This design comes from an exercise in tuning for small area and a short achievable clock period on the open sky130 flow, not from production work.
Only the layout flow was run in this run; the RTL was not checked for function there.
Power is estimated from default activity; no workload was simulated.

==> flow/run.sh <==
#!/bin/bash
# synth_recipe.tcl (not shown) runs the flow's synth.tcl, then flattens the netlist and writes it again
# the make line also repeats each setting of config.mk as NAME=value (left out here)
make -C /OpenROAD-flow-scripts/flow DESIGN_CONFIG=/design/flow/config.mk WORK_HOME=/design/flow/orfs CLKGATE_MAP_FILE= SYNTH_SCRIPT=/design/flow/synth_recipe.tcl finish
==> flow/constraint.sdc <==
create_clock -name core_clock -period 5.0 [get_ports {clk}]
set_input_delay 1.0000 -clock core_clock [delete_from_list [all_inputs] [get_ports {clk}]]
set_output_delay 1.0000 -clock core_clock [all_outputs]
set_load 0.01 [all_outputs]
==> flow/config.mk <==
export PLATFORM = sky130hd
export DESIGN_NAME = radix3_fft
export DESIGN_NICKNAME = radix3_fft
export VERILOG_FILES = /design/flow/design.v
export SDC_FILE = /design/flow/constraint.sdc
export NUM_CORES = 8
export LEC_CHECK = 0
export CAP_MARGIN = 20
export CORE_MARGIN = 2
export CORE_UTILIZATION = 40
export SLEW_MARGIN = 20
==> flow/design.v <==
`timescale 1ns / 1ps
module Complex_adder(
    input [31:0] a_re,
    input [31:0] b_re,
    input [31:0] a_img,
    input [31:0] b_img,
    input clk,
    output [31:0] c_re,
    output [31:0] c_img
    );
floating_1 	M1 (.a(a_re),.b(b_re),.clk(clk),.c(c_re));
floating_1	M2 (.a(a_img),.b(b_img),.clk(clk),.c(c_img));
endmodule
`timescale 1ns / 1ps
module add_1(
    input [23:0] AA,
    input [23:0] BA,
    input [7:0] BEA,
    input [7:0] AEA,
    input ASA,
    input BSA,
    output reg [23:0] Z,
    output reg [7:0] ZE,
    output reg ZS,
    output reg E
    );
always @(ASA,BSA,AA,BA,AEA,BEA) begin
ZE<=(AEA|BEA);
if (ASA==1 && BSA==1) begin
ZS<=ASA;
{E,Z}<=AA+BA;
end
else if (ASA==0 && BSA==1) begin
if(AA>=BA) begin
ZS<=0;
end
else begin
ZS<=1;
end
{E,Z}<=AA+(~BA)+24'b1;
end
else if (ASA==1 && BSA==0) begin
if(AA>=BA) begin
ZS<=1;
end
else begin
ZS<=0;
end
{E,Z}<=BA+(~AA)+24'b1;
end
else begin
ZS<=ASA;
{E,Z}<=AA+BA;
end
end
endmodule
`timescale 1ns / 1ps
module align_1(
    input [7:0] BE,
    input [7:0] AE,
	 output reg [7:0] d
    );
always @(AE,BE) begin
if (AE>BE) begin
d=AE-BE;
end
else if (AE<BE) begin
d=BE-AE;
end
else begin
d=8'b0;
end
end
endmodule
`timescale 1ns / 1ps
module align_2(
    input [23:0] A,
    input [23:0] B,
    input [7:0] AE,
    input [7:0] BE,
    input [7:0] D,
    output reg [23:0] A1,
    output reg [23:0] B1,
    output reg [7:0] AE1,
    output reg [7:0] BE1
    );
always @(A,B,AE,BE,D) begin
if (AE>BE) begin
B1<=B>>D;
BE1<=BE+D;
A1<=A;
AE1<=AE;
end
else if (AE<BE) begin
A1<=A>>D;
AE1<=AE+D;
B1<=B;
BE1<=BE;
end
else begin
A1<=A;
B1<=B;
BE1<=BE;
AE1<=AE;
end
end
endmodule
`timescale 1ns / 1ps
module buf0(
    input [23:0] A,
    input [23:0] B,
    input [7:0] AE,
    input [7:0] BE,
    input AS,
    input BS,
	 input CLK,
    output reg [23:0] A1,
    output reg [23:0] B1,
    output reg [7:0] AE1,
    output reg [7:0] BE1,
    output reg AS1,
    output reg BS1
    );
always @(posedge CLK) begin
A1<=A;
B1<=B;
AE1<=AE;
BE1<=BE;
AS1<=AS;
BS1<=BS;
end
endmodule
`timescale 1ns / 1ps
module buf1(
    input [23:0] AA,
    input [23:0] BA,
    input [7:0] AEA,
    input [7:0] BEA,
    input ASA,
    input BSA,
	 input CLK,
    output reg [23:0] A1,
    output reg [23:0] B1,
    output reg [7:0] AE1,
    output reg [7:0] BE1,
    output reg AS1,
    output reg BS1
    );
always @(posedge CLK) begin
A1<=AA;
B1<=BA;
AE1<=AEA;
BE1<=BEA;
AS1<=ASA;
BS1<=BSA;
end
endmodule
`timescale 1ns / 1ps
module buf11(
    input [31:0] a_re,
    input [31:0] a_img,
    input [31:0] b_re_1,
    input [31:0] b_img_1,
    input [31:0] b_re_2,
    input [31:0] b_img_2,
    input clk,
    output reg [31:0] a0_re,
    output reg [31:0] a0_img,
    output reg [31:0] b0_re_1,
    output reg [31:0] b0_img_1,
    output reg [31:0] b0_re_2,
    output reg [31:0] b0_img_2
    );
always @(posedge clk) begin
a0_re<=a_re;
a0_img<=a_img;
b0_re_1<=b_re_1;
b0_img_1<=b_img_1;
b0_re_2<=b_re_2;
b0_img_2<=b_img_2;
end
endmodule
`timescale 1ns / 1ps
module buf12(
    input [31:0] a_re,
    input [31:0] b_re,
    input [31:0] a_img,
    input [31:0] b_img,
    input clk,
    output reg [31:0] a1_re,
    output reg [31:0] b1_re,
    output reg [31:0] a1_img,
    output reg [31:0] b1_img
    );
always @(posedge clk) begin
a1_re<=a_re;
b1_re<=b_re;
a1_img<=a_img;
b1_img<=b_img;
end
endmodule
`timescale 1ns / 1ps
module buf17(
    input [31:0] a1_re,
    input [31:0] b1_re,
	 input [31:0] b2_re,
    input [31:0] a1_img,
    input [31:0] b1_img,
	 input [31:0] b2_img,
    output reg [31:0] a3_re,
    output reg [31:0] b3_re,
	 output reg [31:0] b4_re,
    output reg [31:0] a3_img,
    output reg [31:0] b3_img,
	 output reg [31:0] b4_img,
    input clk
    );
always @(posedge clk) begin
a3_re<=a1_re;
a3_img<=a1_img;
b3_re<=b1_re;
b3_img<=b1_img;
b4_re<=b2_re;
b4_img<=b2_img;
end
endmodule
`timescale 1ns / 1ps
module buf19(
    input [31:0] c_re,
    input [31:0] c_img,
    input clk,
    output reg [31:0] c1_re,
    output reg [31:0] c1_img
    );
always @(posedge clk) begin
c1_re<=c_re;
c1_img<=c_img;
end
endmodule
`timescale 1ns / 1ps
module buf2(
    input [23:0] Z,
    input [7:0] ZE,
    input ZS,AS,BS,
    input E,
	 input CLK,
    output reg [23:0] Z1,
    output reg [7:0] ZE1,
    output reg ZS1,AS1,BS1,
    output reg E1
    );
always @(posedge CLK) begin
Z1<=Z;
ZE1<=ZE;
ZS1<=ZS;
E1<=E;
AS1<=AS;
BS1<=BS;
end
endmodule
`timescale 1ns / 1ps
module buf20(
    input [31:0] a1_re,
    input [31:0] b1_re,
	 input [31:0] b2_re,
    input [31:0] a1_img,
    input [31:0] b1_img,
	 input [31:0] b2_img,
    output reg [31:0] a2_re,
    output reg [31:0] b3_re,
	 output reg [31:0] b4_re,
    output reg [31:0] a2_img,
    output reg [31:0] b3_img,
	 output reg [31:0] b4_img,
    input clk
    );
always @(posedge clk) begin
a2_re<=a1_re;
a2_img<=a1_img;
b3_re<=b1_re;
b3_img<=b1_img;
b4_re<=b2_re;
b4_img<=b2_img;
end
endmodule
`timescale 1ns / 1ps
module buf21(
    input [31:0] a,
    input [31:0] b,
    input clk,
    output reg [31:0] a1,
    output reg [31:0] b1
    );
always @(posedge clk) begin
a1<=a;
b1<=b;
end
endmodule
`timescale 1ns / 1ps
module buf22(
    input [31:0] a_re,
    input [31:0] a_img,
    input clk,
    output reg [31:0] a1_re,
    output reg [31:0] a1_img
    );
reg [31:0] n [0:7];
reg [31:0] n1 [0:7];
always @(posedge clk) begin
n[0]<=a_re;
n[1]<=n[0];
n[2]<=n[1];
n[3]<=n[2];
n[4]<=n[3];
n[5]<=n[4];
n[6]<=n[5];
n[7]<=n[6];
a1_re<=n[7];
n1[0]<=a_img;
n1[1]<=n1[0];
n1[2]<=n1[1];
n1[3]<=n1[2];
n1[4]<=n1[3];
n1[5]<=n1[4];
n1[6]<=n1[5];
n1[7]<=n1[6];
a1_img<=n1[7];
end
endmodule
`timescale 1ns / 1ps
module buf23(
    input [31:0] a_re,
    input [31:0] a_img,
    input [31:0] b_re,
    input [31:0] b_img,
    input clk,
    output reg [31:0] a1_re,
    output reg [31:0] a1_img,
    output reg [31:0] b1_re,
    output reg [31:0] b1_img
    );
reg [31:0] n [0:6];
reg [31:0] n1 [0:6];	 
reg [31:0] n2 [0:6];
reg [31:0] n3 [0:6];
always @(posedge clk) begin
n[0]<=a_re;
n[1]<=n[0];
n[2]<=n[1];
n[3]<=n[2];
n[4]<=n[3];
n[5]<=n[4];
n[6]<=n[5];
a1_re<=n[6];
n1[0]<=a_img;
n1[1]<=n1[0];
n1[2]<=n1[1];
n1[3]<=n1[2];
n1[4]<=n1[3];
n1[5]<=n1[4];
n1[6]<=n1[5];
a1_img<=n1[6];
n2[0]<=b_img;
n2[1]<=n2[0];
n2[2]<=n2[1];
n2[3]<=n2[2];
n2[4]<=n2[3];
n2[5]<=n2[4];
n2[6]<=n2[5];
b1_img<=n2[6];
n3[0]<=b_re;
n3[1]<=n3[0];
n3[2]<=n3[1];
n3[3]<=n3[2];
n3[4]<=n3[3];
n3[5]<=n3[4];
n3[6]<=n3[5];
b1_re<=n3[6];
end
endmodule
`timescale 1ns / 1ps
module buf24(
    input [31:0] a_re,
    input [31:0] a_img,
    input clk,
    output reg [31:0] a1_re,
    output reg [31:0] a1_img
    );
reg [31:0] n [0:8];
reg [31:0] n1 [0:8];	
always @(posedge clk) begin
n[0]<=a_re;
n[1]<=n[0];
n[2]<=n[1];
n[3]<=n[2];
n[4]<=n[3];
n[5]<=n[4];
n[6]<=n[5];
n[7]<=n[6];
n[8]<=n[7];
a1_re<=n[8];
n1[0]<=a_img;
n1[1]<=n1[0];
n1[2]<=n1[1];
n1[3]<=n1[2];
n1[4]<=n1[3];
n1[5]<=n1[4];
n1[6]<=n1[5];
n1[7]<=n1[6];
n1[8]<=n1[7];
a1_img<=n1[8];
end
endmodule
`timescale 1ns / 1ps
module buf3(
    input [23:0] Z,
    input [4:0] C,
    input [7:0] ZE,
    input E,
    input AS,
    input BS,ZS,
	 input CLK,
    output reg [23:0] Z1,
    output reg [4:0] C1,
    output reg [7:0] ZE1,
    output reg E1,
    output reg AS1,
    output reg BS1,ZS1
    );
always @(posedge CLK) begin
Z1<=Z;
C1<=C;
ZE1<=ZE;
E1<=E;
ZS1<=ZS;
AS1<=AS;
BS1<=BS;
end
endmodule
`timescale 1ns / 1ps
module buf4(
    input [23:0] ZN,
    input [7:0] ZEN,
    input ZS,
	 input CLK,
    output reg [23:0] ZN1,
    output reg [7:0] ZEN1,
    output reg ZS1
    );
always @(posedge CLK) begin
ZN1<=ZN;
ZEN1<=ZEN;
ZS1<=ZS;
end
endmodule
`timescale 1ns / 1ps
module buf5(
    input [31:0] C,
    output reg [31:0] C1,
    input CLK
    );
always @(posedge CLK) begin
C1<=C;
end
endmodule
`timescale 1ns / 1ps
module buf6(
    input CLK,
    input AS,
    input BS,
    input E,
    input [23:0] Z,
    input [7:0] ZE,
    input ZS,
    output reg AS1,
    output reg BS1,
    output reg E1,
    output reg [23:0] Z1,
    output reg [7:0] ZE1,
    output reg ZS1
    );
always @(posedge CLK) begin
AS1<=AS;
BS1<=BS;
E1<=E;
Z1<=Z;
ZE1<=ZE;
ZS1<=ZS;
end
endmodule
`timescale 1ns / 1ps
module buf7(
    input [23:0] A,
    input [23:0] B,
    input [7:0] AE,
    input [7:0] BE,
    input AS,
    input BS,
    input [7:0] D,
    input CLK,
    output reg [23:0] A1,
    output reg [23:0] B1,
    output reg [7:0] AE1,
    output reg [7:0] BE1,
    output reg AS1,
    output reg BS1,
    output reg [7:0] D1
    );
always @(posedge CLK) begin
A1<=A;
B1<=B;
AE1<=AE;
BE1<=BE;
AS1<=AS;
BS1<=BS;
D1<=D;
end
endmodule
`timescale 1ns / 1ps
module bufin_out(
    input [31:0] a_re,
    input [31:0] b_re,
    input [31:0] c_re,
	 input [31:0] a_img,
	 input [31:0] b_img,
	 input [31:0] c_img,
    output reg [31:0] a1_re,
    output reg  [31:0] b1_re,
    output reg [31:0] c1_re,
	 output reg  [31:0] a1_img,
	 output reg  [31:0] b1_img,
	 output reg  [31:0] c1_img,
    input clk
    );
always @(posedge clk) begin
a1_re<=a_re;
a1_img<=a_img;
b1_re<=b_re;
b1_img<=b_img;
c1_re<=c_re;
c1_img<=c_img;
end
endmodule
`timescale 1ns / 1ps
module combine(
    input [23:0] ZN,
    input [7:0] ZEN,
    input ZS,
    output reg [31:0] C
    );
always @(ZN,ZEN,ZS) begin
C<={ZS,ZEN,ZN[22:0]};
end
endmodule
`timescale 1ns / 1ps
module decoder_1(
    input [23:0] Z,
    output reg [4:0] count
    );
always @(Z)
begin
casez(Z)
24'b01?????????????????????? : count=5'b00001;
24'b001????????????????????? : count=5'b00010;
24'b0001???????????????????? : count=5'b00011;
24'b00001??????????????????? : count=5'b00100;
24'b000001?????????????????? : count=5'b00101;
24'b0000001????????????????? : count=5'b00110;
24'b00000001???????????????? : count=5'b00111;
24'b000000001??????????????? : count=5'b01000;
24'b0000000001?????????????? : count=5'b01001;
24'b00000000001????????????? : count=5'b01010;
24'b000000000001???????????? : count=5'b01011;
24'b0000000000001??????????? : count=5'b01100;
24'b00000000000001?????????? : count=5'b01101;
24'b000000000000001????????? : count=5'b01110;
24'b0000000000000001???????? : count=5'b01111;
24'b00000000000000001??????? : count=5'b10000;
24'b000000000000000001?????? : count=5'b10001;
24'b0000000000000000001????? : count=5'b10010;
24'b00000000000000000001???? : count=5'b10011;
24'b000000000000000000001??? : count=5'b10100;
24'b0000000000000000000001?? : count=5'b10101;
24'b00000000000000000000001? : count=5'b10110;
24'b000000000000000000000001 : count=5'b10111;
default                      : count=5'b00000;
endcase
end
endmodule
`timescale 1ns / 1ps
module fft(
    input [31:0] a_re,
    input [31:0] a_img,
    input [31:0] b_re,
    input [31:0] b_img,
    input clk,
    output [31:0] x0_re,
    output [31:0] x0_img,
    output [31:0] x1_re,
    output [31:0] x1_img
    );
wire [31:0] a1_re,b1_re,a1_img,b1_img,a3_re,b3_re,a3_img,b3_img,b2_re,b2_img,b4_re,b4_img;
mulb M0 (.b(b_re),.b_out(b2_re));
mulb M1 (.b(b_img),.b_out(b2_img));
buf17			M3 (.a1_re(a_re),.b1_re(b_re),.b2_re(b2_re),.a1_img(a_img),.b1_img(b_img),.b2_img(b2_img),.clk(clk),.a3_re(a3_re),.b3_re(b3_re),.a3_img(a3_img),.b3_img(b3_img),.b4_re(b4_re),.b4_img(b4_img));
Complex_adder M4 (.a_re(a3_re),.b_re(b3_re),.a_img(a3_img),.b_img(b3_img),.clk(clk),.c_re(x0_re),.c_img(x0_img));
Complex_adder M5 (.a_re(a3_re),.b_re(b4_re),.a_img(a3_img),.b_img(b4_img),.clk(clk),.c_re(x1_re),.c_img(x1_img));
endmodule
`timescale 1ns / 1ps
module fft2(
    input [31:0] a_re,
    input [31:0] a_img,
    input [31:0] b_re,
    input [31:0] b_img,
    input clk,
    output [31:0] x0_re,
    output [31:0] x0_img,
    output [31:0] x1_re,
    output [31:0] x1_img
    );
wire [31:0] b_re_1,b_re_2,b_img_1,b_img_2;
wire [31:0] a0_re,a0_img,b0_re_1,b0_img_1,b0_re_2,b0_img_2;
assign b_re_1=b_re,b_img_1=b_img;
mul M0 (.a(b_re),.a_out(b_re_2));
mul M1 (.a(b_img),.a_out(b_img_2));
buf11 M2 (.a_re(a_re),.a_img(a_img),.b_re_1(b_re_1),.b_img_1(b_img_1),.b_re_2(b_re_2),.b_img_2(b_img_2),.clk(clk),.a0_re(a0_re),.a0_img(a0_img),.b0_re_1(b0_re_1),.b0_img_1(b0_img_1),.b0_re_2(b0_re_2),.b0_img_2(b0_img_2));
Complex_adder M3 (.a_re(a0_re),.b_re(b0_re_1),.a_img(a0_img),.b_img(b0_img_1),.clk(clk),.c_re(x0_re),.c_img(x0_img));
Complex_adder M4 (.a_re(a0_re),.b_re(b0_re_2),.a_img(a0_img),.b_img(b0_img_2),.clk(clk),.c_re(x1_re),.c_img(x1_img));
endmodule
`timescale 1ns / 1ps
module fft3(
    input [31:0] a_re,
    input [31:0] a_img,
    input [31:0] b_re,
    input [31:0] b_img,
    input clk,
    output [31:0] x0_re,
    output [31:0] x0_img,
    output [31:0] x1_re,
    output [31:0] x1_img
	 );
wire [31:0] b1_re,b1_img,b2_re,b2_img,a1_re,a1_img,b3_re,b3_img,b4_re,b4_img;
mulc M0 (.b(b_re),.b1(b_img),.b2(b1_re),.b3(b1_img),.b4(b2_re),.b5(b2_img));
buf20 M1 (.a1_re(a_re),.a1_img(a_img),.b1_re(b1_re),.b1_img(b1_img),.b2_re(b2_re),.b2_img(b2_img),.clk(clk),.a2_re(a1_re),.a2_img(a1_img),.b3_re(b3_re),.b3_img(b3_img),.b4_re(b4_re),.b4_img(b4_img));
Complex_adder M2 (.a_re(a1_re),.b_re(b4_img),.a_img(a1_img),.b_img(b3_re),.clk(clk),.c_re(x0_re),.c_img(x0_img));
Complex_adder M3 (.a_re(a1_re),.b_re(b3_img),.a_img(a1_img),.b_img(b4_re),.clk(clk),.c_re(x1_re),.c_img(x1_img));
endmodule
`timescale 1ns / 1ps
module floating_1(
    input [31:0] a,
    input [31:0] b,
    input clk,
    output [31:0] c
    );
parameter M=1'b1;
wire [31:0] c2;
wire [23:0] a_m,b_m,z,z_n,z_b,z_n_e,z_n_e_e,z_n_f;
wire [23:0] a_m_a_a,b_m_a_a,a_m_a,b_m_a,a_m_b,b_m_b,a_m_c,b_m_c,z_n_e_e_e;
wire [7:0] a_e,b_e,z_e,a_e_b,b_e_b,z_e_b,a_e_c,b_e_c,z_e_e;
wire [7:0] a_e_a,b_e_a,z_e_n,z_e_n_e,z_e_n_e_e,z_e_b_f,d_b,d_b_a,a_e_a_a,b_e_a_a;
wire [4:0] c1,c_e;
wire a_s_d_f,b_s_d_f,e_b_f,a_s,b_s,z_s,e,a_s_b,b_s_b,z_s_b,e_b,e_e,a_s_e,b_s_e,z_s_b_f;
wire a_s_a,b_s_a,a_s_c,b_s_c,a_s_d,b_s_d,z_s_s,z_s_s_s;
assign a_m={M,a[22:0]},b_m={M,b[22:0]},a_e=a[30:23],b_e=b[30:23],a_s=a[31],b_s=b[31];
buf0	M1		(.A(a_m),.B(b_m),.AE(a_e),.BE(b_e),.AS(a_s),.BS(b_s),.CLK(clk),.A1(a_m_c),.B1(b_m_c),.AE1(a_e_c),.BE1(b_e_c),.AS1(a_s_c),.BS1(b_s_c));
align_1	M2	(.AE(a_e_c),.BE(b_e_c),.d(d_b));
buf7	M3 (.A(a_m_c),.B(b_m_c),.AE(a_e_c),.BE(b_e_c),.AS(a_s_c),.BS(b_s_c),.D(d_b),.CLK(clk),.A1(a_m_a_a),.B1(b_m_a_a),.AE1(a_e_a_a),.BE1(b_e_a_a),.AS1(a_s_a_a),.BS1(b_s_a_a),.D1(d_b_a));
align_2 M4 (.A(a_m_a_a),.B(b_m_a_a),.AE(a_e_a_a),.BE(b_e_a_a),.D(d_b_a),.A1(a_m_a),.B1(b_m_a),.AE1(a_e_a),.BE1(b_e_a));
buf1 	M5	(.AA(a_m_a),.BA(b_m_a),.AEA(a_e_a),.BEA(b_e_a),.ASA(a_s_a_a),.BSA(b_s_a_a),.CLK(clk),.A1(a_m_b),.B1(b_m_b),.AE1(a_e_b),.BE1(b_e_b),.AS1(a_s_b),.BS1(b_s_b));
add_1	 M6  (.AA(a_m_b),.BA(b_m_b),.ASA(a_s_b),.BSA(b_s_b),.AEA(a_e_b),.BEA(b_e_b),.Z(z),.ZE(z_e),.ZS(z_s),.E(e));
buf2	M7		(.Z(z),.ZE(z_e),.ZS(z_s),.E(e),.AS(a_s_b),.BS(b_s_b),.CLK(clk),.Z1(z_b),.ZE1(z_e_b),.ZS1(z_s_b),.E1(e_b),.AS1(a_s_d),.BS1(b_s_d));
Sub_1	M8 (.Z(z_b),.AS(a_s_d),.BS(b_s_d),.E(e_b),.Z1(z_n));
buf6	M9 (.CLK(clk),.AS(a_s_d),.BS(b_s_d),.E(e_b),.Z(z_n),.ZE(z_e_b),.ZS(z_s_b),.AS1(a_s_d_f),.BS1(b_s_d_f),.E1(e_b_f),.Z1(z_n_f),.ZE1(z_e_b_f),.ZS1(z_s_b_f));
decoder_1	M10 (.Z(z_n_f),.count(c1));
buf3	M11 (.Z(z_n_f),.C(c1),.CLK(clk),.ZE(z_e_b_f),.E(e_b_f),.AS(a_s_d_f),.BS(b_s_d_f),.ZS(z_s_b_f),.Z1(z_n_e),.ZS1(z_s_s),.C1(c_e),.AS1(a_s_e),.BS1(b_s_e),.E1(e_e),.ZE1(z_e_e));
barrelshifter_1	M12  (.Z(z_n_e),.ZE(z_e_e),.c(c_e),.AS(a_s_e),.BS(b_s_e),.E(e_e),.ZN(z_n_e_e),.ZEN(z_e_n_e));
buf4	M13 (.ZN(z_n_e_e),.ZEN(z_e_n_e),.ZS(z_s_s),.CLK(clk),.ZS1(z_s_s_s),.ZEN1(z_e_n_e_e),.ZN1(z_n_e_e_e));
combine	M14 (.ZN(z_n_e_e_e),.ZEN(z_e_n_e_e),.ZS(z_s_s_s),.C(c2));
buf5	M15 (.C(c2),.CLK(clk),.C1(c));
endmodule
`timescale 1ns / 1ps
module mul(
    input [31:0] a,
    output [31:0] a_out
    );
assign a_out[31]=~a[31];
assign a_out[30:23]=a[30:23]-8'b00000001;
assign a_out[22:0]=a[22:0];
endmodule
`timescale 1ns / 1ps
module mul2(input [31:0] b,input clk,output [31:0] b_out
    );
wire [31:0] a_out,c_out,d_out,e_out,f_out,g_out,h_out;
assign a_out[31]=b[31];
assign a_out[30:23]=b[30:23];
assign a_out[22:0]=b[22:0];
assign c_out[31]=b[31];
assign c_out[30:23]=b[30:23]-8'b00000001;
assign c_out[22:0]=b[22:0];
assign d_out[31]=b[31];
assign d_out[30:23]=b[30:23]-8'b00000010;
assign d_out[22:0]=b[22:0];
assign f_out[31]=~b[31];
assign f_out[30:23]=b[30:23]-8'b00000110;
assign f_out[22:0]=b[22:0];
floating_1 M0 (.a(a_out),.b(c_out),.clk(clk),.c(e_out));
floating_1 M1 (.a(f_out),.b(d_out),.clk(clk),.c(g_out));
floating_1 M2 (.a(e_out),.b(g_out),.clk(clk),.c(h_out));
assign b_out[31]=~h_out[31];
assign b_out[30:23]=h_out[30:23]-8'b00000001;
assign b_out[22:0]=h_out[22:0];
endmodule
`timescale 1ns / 1ps
module mulb(
    input [31:0] b,
    output [31:0] b_out
    );
assign b_out[31]=~b[31];
assign b_out[30:0]=b[30:0];
endmodule
`timescale 1ns / 1ps
module mulc(
    input [31:0] b,
    input [31:0] b1,
    output [31:0] b2,
    output [31:0] b3,
    output [31:0] b4,
    output [31:0] b5
    );
assign b2=b,b3=b1;
assign b4[31]=~b[31],b4[30:0]=b[30:0],b5[31]=~b1[31],b5[30:0]=b1[30:0];
endmodule
`timescale 1ns / 1ps
module radix_3_1(
    input [31:0] a_re,
    input [31:0] b_re,
    input [31:0] c_re,
	 input [31:0] a_img,
	 input [31:0] b_img,
	 input [31:0] c_img,
    output [31:0] ao_re,
    output  [31:0] bo_re,
    output [31:0] co_re,
	 output  [31:0] ao_img,
	 output  [31:0] bo_img,
	 output  [31:0] co_img,
    input clk
    );
reg [31:0] n [0:7];
reg [31:0] n1 [0:7];
wire [31:0] a1_re,b1_re,c1_re,a1_img,b1_img,c1_img,a2_re,a2_img;
assign ao_re=a2_re;
assign ao_img=a2_img;
bufin_out M0 (.a_re(a_re),.b_re(b_re),.c_re(c_re),.a_img(a_img),.b_img(b_img),.c_img(c_img),.clk(clk),.a1_re(a1_re),.b1_re(b1_re),.c1_re(c1_re),.a1_img(a1_img),.b1_img(b1_img),.c1_img(c1_img));
buf22 M1 (.a_re(a1_re),.a_img(a1_img),.clk(clk),.a1_re(a2_re),.a1_img(a2_img));
fft M2 (.a_re(b1_re),.a_img(b1_img),.b_re(c1_re),.b_img(c1_img),.clk(clk),.x0_re(bo_re),.x0_img(bo_img),.x1_re(co_re),.x1_img(co_img));
endmodule
`timescale 1ns / 1ps
module radix_3_2(
    input [31:0] a_re,
    input [31:0] b_re,
    input [31:0] c_re,
	 input [31:0] a_img,
	 input [31:0] b_img,
	 input [31:0] c_img,
    output [31:0] ao_re,
    output  [31:0] bo_re,
    output [31:0] co_re,
	 output  [31:0] ao_img,
	 output  [31:0] bo_img,
	 output  [31:0] co_img,
    input clk
    );
reg [31:0] a,a1,a2,a3;
wire [31:0] a1_re,b1_re,a1_img,b1_img,aoo_re,aoo_img,boo_re,boo_img,c1_re,c1_img,coo_re,coo_img;
wire [31:0] a2_re,a2_img,b2_re,b2_img;
assign ao_re=a2_re,bo_re=b2_re,ao_img=a2_img,bo_img=b2_img;
buf12 M1 (.a_re(a_re),.b_re(b_re),.a_img(a_img),.b_img(b_img),.clk(clk),.a1_re(a1_re),.b1_re(b1_re),.a1_img(a1_img),.b1_img(b1_img));
buf19 M2 (.c_re(c_re),.c_img(c_img),.clk(clk),.c1_re(c1_re),.c1_img(c1_img));
fft2 M3 (.a_re(a1_re),.b_re(b1_re),.a_img(a1_img),.b_img(b1_img),.clk(clk),.x0_re(aoo_re),.x0_img(aoo_img),.x1_re(boo_re),.x1_img(boo_img));
mul2 M4 (.b(c1_re),.clk(clk),.b_out(coo_re));
mul2 M5 (.b(c1_img),.clk(clk),.b_out(coo_img));
buf21 M6 (.a(coo_re),.b(coo_img),.clk(clk),.a1(co_re),.b1(co_img));
buf23 M7(.a_re(aoo_re),.a_img(aoo_img),.b_re(boo_re),.b_img(boo_img),.clk(clk),.a1_re(a2_re),.a1_img(a2_img),.b1_re(b2_re),.b1_img(b2_img));
endmodule
`timescale 1ns / 1ps
module radix_3_3(
    input [31:0] a_re,
    input [31:0] b_re,
    input [31:0] c_re,
	 input [31:0] a_img,
	 input [31:0] b_img,
	 input [31:0] c_img,
    output [31:0] ao_re,
    output  [31:0] bo_re,
    output [31:0] co_re,
	 output  [31:0] ao_img,
	 output  [31:0] bo_img,
	 output  [31:0] co_img,
    input clk
    );
wire [31:0] a1_re,a1_img,b1_re,b1_img;
wire [31:0] a2_re,a2_img;
assign ao_re=a2_re,ao_img=a2_img;
buf12 M1 (.a_re(b_re),.b_re(c_re),.a_img(b_img),.b_img(c_img),.clk(clk),.a1_re(a1_re),.b1_re(b1_re),.a1_img(a1_img),.b1_img(b1_img));
fft3 M2 (.a_re(a1_re),.b_re(b1_re),.a_img(a1_img),.b_img(b1_img),.clk(clk),.x0_re(bo_re),.x0_img(bo_img),.x1_re(co_re),.x1_img(co_img));
buf24 M3 (.a_re(a_re),.a_img(a_img),.clk(clk),.a1_re(a2_re),.a1_img(a2_img));
endmodule
`timescale 1ns / 1ps
module radix_3_top(
    input [31:0] a_re,
    input [31:0] b_re,
    input [31:0] c_re,
	 input [31:0] a_img,
	 input [31:0] b_img,
	 input [31:0] c_img,
    output [31:0] ao_re,
    output  [31:0] bo_re,
    output [31:0] co_re,
	 output  [31:0] ao_img,
	 output  [31:0] bo_img,
	 output  [31:0] co_img,
    input clk
    );
wire [31:0] a1_re,a1_img,b1_re,b1_img,c1_re,c1_img,a2_re,a2_img,b2_re,b2_img,c2_re,c2_img;
wire [31:0] a3_re,a3_img,b3_re,b3_img,c3_re,c3_img,a4_re,a4_img,b4_re,b4_img,c4_re,c4_img;
wire [31:0] a6_re,a6_img,b6_re,b6_img,c6_re,c6_img,a5_re,a5_img,b5_re,b5_img,c5_re,c5_img;
bufin_out M0 (.a_re(a_re),.b_re(b_re),.c_re(c_re),.a_img(a_img),.b_img(b_img),.c_img(c_img),.clk(clk),.a1_re(a1_re),.b1_re(b1_re),.c1_re(c1_re),.a1_img(a1_img),.b1_img(b1_img),.c1_img(c1_img));
radix_3_1 M1 (.a_re(a1_re),.b_re(b1_re),.c_re(c1_re),.a_img(a1_img),.b_img(b1_img),.c_img(c1_img),.clk(clk),.ao_re(a2_re),.bo_re(b2_re),.co_re(c2_re),.ao_img(a2_img),.bo_img(b2_img),.co_img(c2_img));
bufin_out M2 (.a_re(a2_re),.b_re(b2_re),.c_re(c2_re),.a_img(a2_img),.b_img(b2_img),.c_img(c2_img),.clk(clk),.a1_re(a3_re),.b1_re(b3_re),.c1_re(c3_re),.a1_img(a3_img),.b1_img(b3_img),.c1_img(c3_img));
radix_3_2 M3 (.a_re(a3_re),.b_re(b3_re),.c_re(c3_re),.a_img(a3_img),.b_img(b3_img),.c_img(c3_img),.clk(clk),.ao_re(a4_re),.bo_re(b4_re),.co_re(c4_re),.ao_img(a4_img),.bo_img(b4_img),.co_img(c4_img));
bufin_out M4 (.a_re(a4_re),.b_re(b4_re),.c_re(c4_re),.a_img(a4_img),.b_img(b4_img),.c_img(c4_img),.clk(clk),.a1_re(a5_re),.b1_re(b5_re),.c1_re(c5_re),.a1_img(a5_img),.b1_img(b5_img),.c1_img(c5_img));
radix_3_3 M5 (.a_re(a5_re),.b_re(b5_re),.c_re(c5_re),.a_img(a5_img),.b_img(b5_img),.c_img(c5_img),.clk(clk),.ao_re(a6_re),.bo_re(b6_re),.co_re(c6_re),.ao_img(a6_img),.bo_img(b6_img),.co_img(c6_img));
bufin_out M6 (.a_re(a6_re),.b_re(b6_re),.c_re(c6_re),.a_img(a6_img),.b_img(b6_img),.c_img(c6_img),.clk(clk),.a1_re(ao_re),.b1_re(bo_re),.c1_re(co_re),.a1_img(ao_img),.b1_img(bo_img),.c1_img(co_img));
endmodule
`timescale 1ns / 1ps
module barrelshifter_1(
    input [23:0] Z,
	 input [7:0] ZE,
	 input [4:0] c,
	 input E,AS,BS,
    output reg [23:0] ZN,
	 output reg [7:0] ZEN
    );
	 parameter N=3'b0;
always @(Z,AS,BS,ZE,c,E) begin
if ((AS==0 && BS==1) || (AS==1 && BS==0)) begin
if (E==0) begin
ZN<=Z<<c;
ZEN<=ZE-{N,c};
end
else begin
ZN<=Z<<c;
ZEN<=ZE-{N,c};
end
end
else begin
if (E==1) begin
ZN<=Z>>1;
ZN[23]<=E;
ZEN<=ZE+8'b1;
end
else begin
ZN<=Z;
ZEN<=ZE;
end
end
end
endmodule
`timescale 1ns / 1ps
module Sub_1(
    input [23:0] Z,
	 input AS,BS,
    output reg [23:0] Z1,
    input E
    );
always@(Z,E,AS,BS) begin
if ((AS==0 && BS==0) || (AS==1 && BS==1)) begin
if (E==1) begin
Z1<=Z;
end
else
Z1<=Z;
end
else begin
if (E==1) begin
Z1<=(~Z)+24'b1;
end
else
Z1<=Z;
end
end
endmodule
`timescale 1ns / 1ps
module radix3_fft(
    input clk,
    input rst,
    input in_valid,
    input [31:0] a_re,
    input [31:0] a_img,
    input [31:0] b_re,
    input [31:0] b_img,
    input [31:0] c_re,
    input [31:0] c_img,
    output out_valid,
    output [31:0] ao_re,
    output [31:0] ao_img,
    output [31:0] bo_re,
    output [31:0] bo_img,
    output [31:0] co_re,
    output [31:0] co_img
    );
localparam LAT = 42;
reg [LAT-1:0] v;
always @(posedge clk) begin
if (rst)
	v <= {LAT{1'b0}};
else
	v <= {v[LAT-2:0], in_valid};
end
assign out_valid = v[LAT-1];
radix_3_top M0 (.a_re(a_re),.b_re(b_re),.c_re(c_re),.a_img(a_img),.b_img(b_img),.c_img(c_img),.clk(clk),
                .ao_re(ao_re),.bo_re(bo_re),.co_re(co_re),.ao_img(ao_img),.bo_img(bo_img),.co_img(co_img));
endmodule
==> summary.txt <==
## layer usage
metal,up-vias,GRT usage [%],share of wire [%]
li1,111125,-,-
met1,106362,25.1,44
met5,-,0,0.0032
met2,6663,33.2,47
met3,1696,2.26,4.8
met4,4,7.54,4.1
## synthesized netlist by cell type (all sizes together), types with 372 or more instances
library cell / count / area [µm²]
clkbuf: 1051 / 3950
inv: 1708 / 6410
ha: 1616 / 20200
nor2b: 372 / 2330
a21o: 430 / 3230
a21oi: 2204 / 11100
mux2i: 1163 / 11600
nor2: 2492 / 9350
o22ai: 468 / 2930
dfxtp: 9374 / 188000
o21ai: 1710 / 8570
xnor2: 730 / 6390
nor3: 480 / 2420
mux2: 437 / 4920
xor2: 464 / 4060
nand2: 2517 / 9450
## cell usage in the layout (no fill, tap or decap), types with 188 or more instances in the layout
master           count
a211oi_1           310
a21o_1             430
a21oi_1           2195
a31oi_1            226
buf_4              292
clkbuf_16          904
clkdlybuf4s50_1    387
dfxtp_1           9357
ha_1              1616
inv_1             1681
mux2_2             436
mux2i_1           1163
nand2_1           2516
nand2b_1           246
nand3_1            316
nor2_1            2487
nor2b_1            372
nor3_1             474
o211ai_1           188
o21ai_0           1658
o21bai_1           321
o22ai_1            467
o31ai_1            275
or2_2              206
xnor2_1            726
xor2_1             449
## flip-flops by register name, summed over array words and instances, names as in the netlist, 42 cells and up
signal	cells
M0.M5.M3.n	288
M0.M3.M7.n3	224
M0.M5.M3.n1	288
M0.M1.M1.n	256
M0.M1.M1.n1	256
M0.M3.M7.n	224
v	42
M0.M3.M7.n2	224
M0.M3.M7.n1	224
## per-stage QoR
| stage | hold slack (ns) | area (µm²) |
|---|---|---|
| final | 0.257 | 380000 |
| after CTS | 0.129 | 380000 |
| after floorplan | 0.310 | 332000 |
| after global placement | 0.310 | 347000 |
| after detailed placement | 0.312 | 347000 |
| after global routing | 0.170 | 380000 |
## worst max-delay path, delay by kind of cell, from the launching register on
| kind | cells | cell delay, ns |
|---|---|---|
| AOI/OAI and AO/OA | 5 | 1.38 |
| and+or+nand+nor | 3 | 0.86 |
| adders and majority gates | 1 | 0.55 |
| DFF | 1 | 0.37 |
| muxes | 2 | 0.26 |
| buffers and inverters | 1 | 0.06 |
## worst paths after layout
path,slack (ns),end,start
setup reg to reg,1.36,M0.M1.M2.M5.M1.M7.E1,M0.M1.M2.M4.M1.M5.A1[4]
setup / recovery,1.36,M0.M1.M2.M5.M1.M7.E1,M0.M1.M2.M4.M1.M5.A1[4]
hold reg to reg,0.26,M0.M3.M4.M0.M3.B1[19],M0.M3.M4.M0.M1.A1[19]
hold / removal,0.26,M0.M3.M4.M0.M3.B1[19],M0.M3.M4.M0.M1.A1[19]
## power by group through the flow
stage                     Combinational (mW)  Clock, mW  Sequential, mW
after floorplan                         86.4          0             118
after global placement                   116          0             129
after global routing                     129       75.9             131
after detailed placement                 116          0             130
after CTS                                116       72.8             128
final                                    118       70.8             128
## kinds of logic (layout without fill, tap and decap cells)
kind of cell,Yosys count,count (layout),synth area share (%)
AOI/OAI and AO/OA,7502,7502,14.3
buffers and inverters,3126,4118,3.58
and+or+nand+nor,7518,7518,10.2
xor gates and xnor gates,1194,1194,3.15
DFF,9374,9374,56.5
other,0,25,0
adders and majority gates,1722,1722,6.72
muxes,1697,1697,5.64
## cell type report
cell class	instances	area, µm²
fill	76848	448000
sequential	9374	188000
multi-input combinational	19633	133000
clock buffer	1201	25400
tap	11088	13900
clock inverter	486	6900
inverter	1751	6570
timing repair buffer	680	6090
antenna	25	62.6
==> metrics.md <==
| Metric | Value |
|---|---|
| Worst hold-check path type | flop to flop |
| Number of global-route vias before repair | 221923 |
| Yosys reg bits | 9374 |
| Net switching power | 122 mW |
| Placed insts | 42526 |
| Final Setup Violations | 0 |
| Minimum clock period after layout | 3.64 ns |
| Pwr dens | 832 nW/µm² |
| Clock power frac | 22.4% |
| Remaining Overflow, GRT | 0 |
| Hold Buf Count CTS | 0 |
| CTS root buffer | clkbuf_16 |
| Int Pwr | 194 mW |
| Post-Route Skew | 0.0971 ns |
| Nets@finish | 34258 |
| Via count | 225850 |
| Residual DRC count | 0 |
| Fin cells | 44238 |
| Status | complete, no violations |
| Total power | 316 mW |
| Tightest Pin Transition | 1.11 ns |
| Comb pwr share | 37.2% |
| Initial DRC Count | 17170 |
| Sw Share | 38.5% |
| WHS Path Cells | 0 |
| Worst skew pair latency | 1.17 ns |
| Fin. Hold Viols | 0 |
| Initial Utilization | 40.1% |
| CP startpoint kind | flop |
| Critical path class | flop to flop |
| Critical Path End Type | flop |
| Fin worst setup slack | 1.36 ns |
| Mapped Avg Cell Area | 10.3 µm² |
| Antenna-violating nets left | 0 |
| Die Y | 916 µm |
| First-pass GRT wire length | 1310000 µm |
| Synth cell types | 122 |
| Post-synthesis async set-or-reset flop share | 0% |
| Placer Congestion | 0.927 |
| Achievable Freq | 0.275 GHz |
| Clock buffer depth | 4 |
| Die Wd | 916 µm |
| Post-CTS Setup Repair Bufs | 0 |
| Pre-CTS setup slack | 1.44 ns |
| Largest net degree at the start of global routing | 68 |
| Core box area | 828000 µm² |
| Total wire length | 852000 µm |
| DP HPWL | 641000 µm |
| DR WL/cell | 19.3 µm |
| Max VDD drop | 613 µV |
| Num rows | 334 |
| Critical Path Fanout Max | 13 |
| CP Data Arrival Time | 4.59 ns |
| Num Clock Sinks | 9374 |
| Number of CTS-inserted buffers | 901 |
| Register-to-Register Path Depth | 12 |
| Total GRT Usage | 19.4% |
| Clock Pin Slew Worst Setup and Hold Paths | 0.06 ns |
| DRT Pass-1 Iters | 9 |
| Critical path cell sequence | inv_1 > ha_1 > nor2_1 > a2111oi_4 > o41ai_1 > a31oi_1 > nor3_1 > or4b_1 > a41oi_1 > o21bai_1 > mux2i_1 > mux2i_1 |
| Setup tns final | 0 ns |
| Max Slew Vio Count | 0 |
| Seq/Total Area, Yosys | 56.5% |
| Critical Path Slowest Stage Cell | ha_1 |
| Cells after Synth | 32133 |
| Cell Area, Synth | 332000 µm² |
| Port Buffers | 387 |
| Area grow syn2layout | 14.2% |
| RSZ-0062 raised after global routing | false |
| Most used cell, CP | mux2i_1 |
| # H-tree levels | 6 |
| Largest stage delay, worst path | 0.55 ns |
| IO Count | 388 |
| Synth Net Count | 34050 |
| Initial antenna violation count | 49 |
| Finished Core Util | 45.9% |
| Die Area | 838000 µm² |
| Slew HR | 25.9% |
| Number of synthesized flops with an enable pin | 0 |
| Period utilization | 72.7% |
| Via density | 5.11 |
| Synthesis Warnings | 36 |
| Seq pwr share | 40.4% |
| Worst EP required | 5.95 ns |
| Post_cts resized | 0 |
| CTS tree | built |
| Prevailing post-synth register cell | dfxtp_1 |
| Fraction of layout cells with a size suffix above 1 | 8.46% |
| MaxCap Viol Count | 0 |
| Static Leak | 160 nW |

-- re-timing with driven ports --
How much do the figures lean on ideal ports? The routed layout below was timed once more, with nothing changed but the port constraints.
Step 1, drivers: a clkbuf_16 drives clk and a buf_2 each remaining input, both assumed.
Step 2 times the ports against the registers' clock, not the clock port: input delays grow and output delays shrink by t, the midpoint of the rising clock arrivals with the driver on.
a / b / c = ideal / step 1 / step 2; a / b = the first two.
t (ns): 1.268
setup WS [ns]: 1.364 / 1.364 / 1.364
worst hold slack (ns): 0.257 / 0.142 / 0.257
After both steps this run still meets setup and hold. For this run, drivers alone change the setup slack by 0.000 ns; drivers and shift together by 0.000 ns.
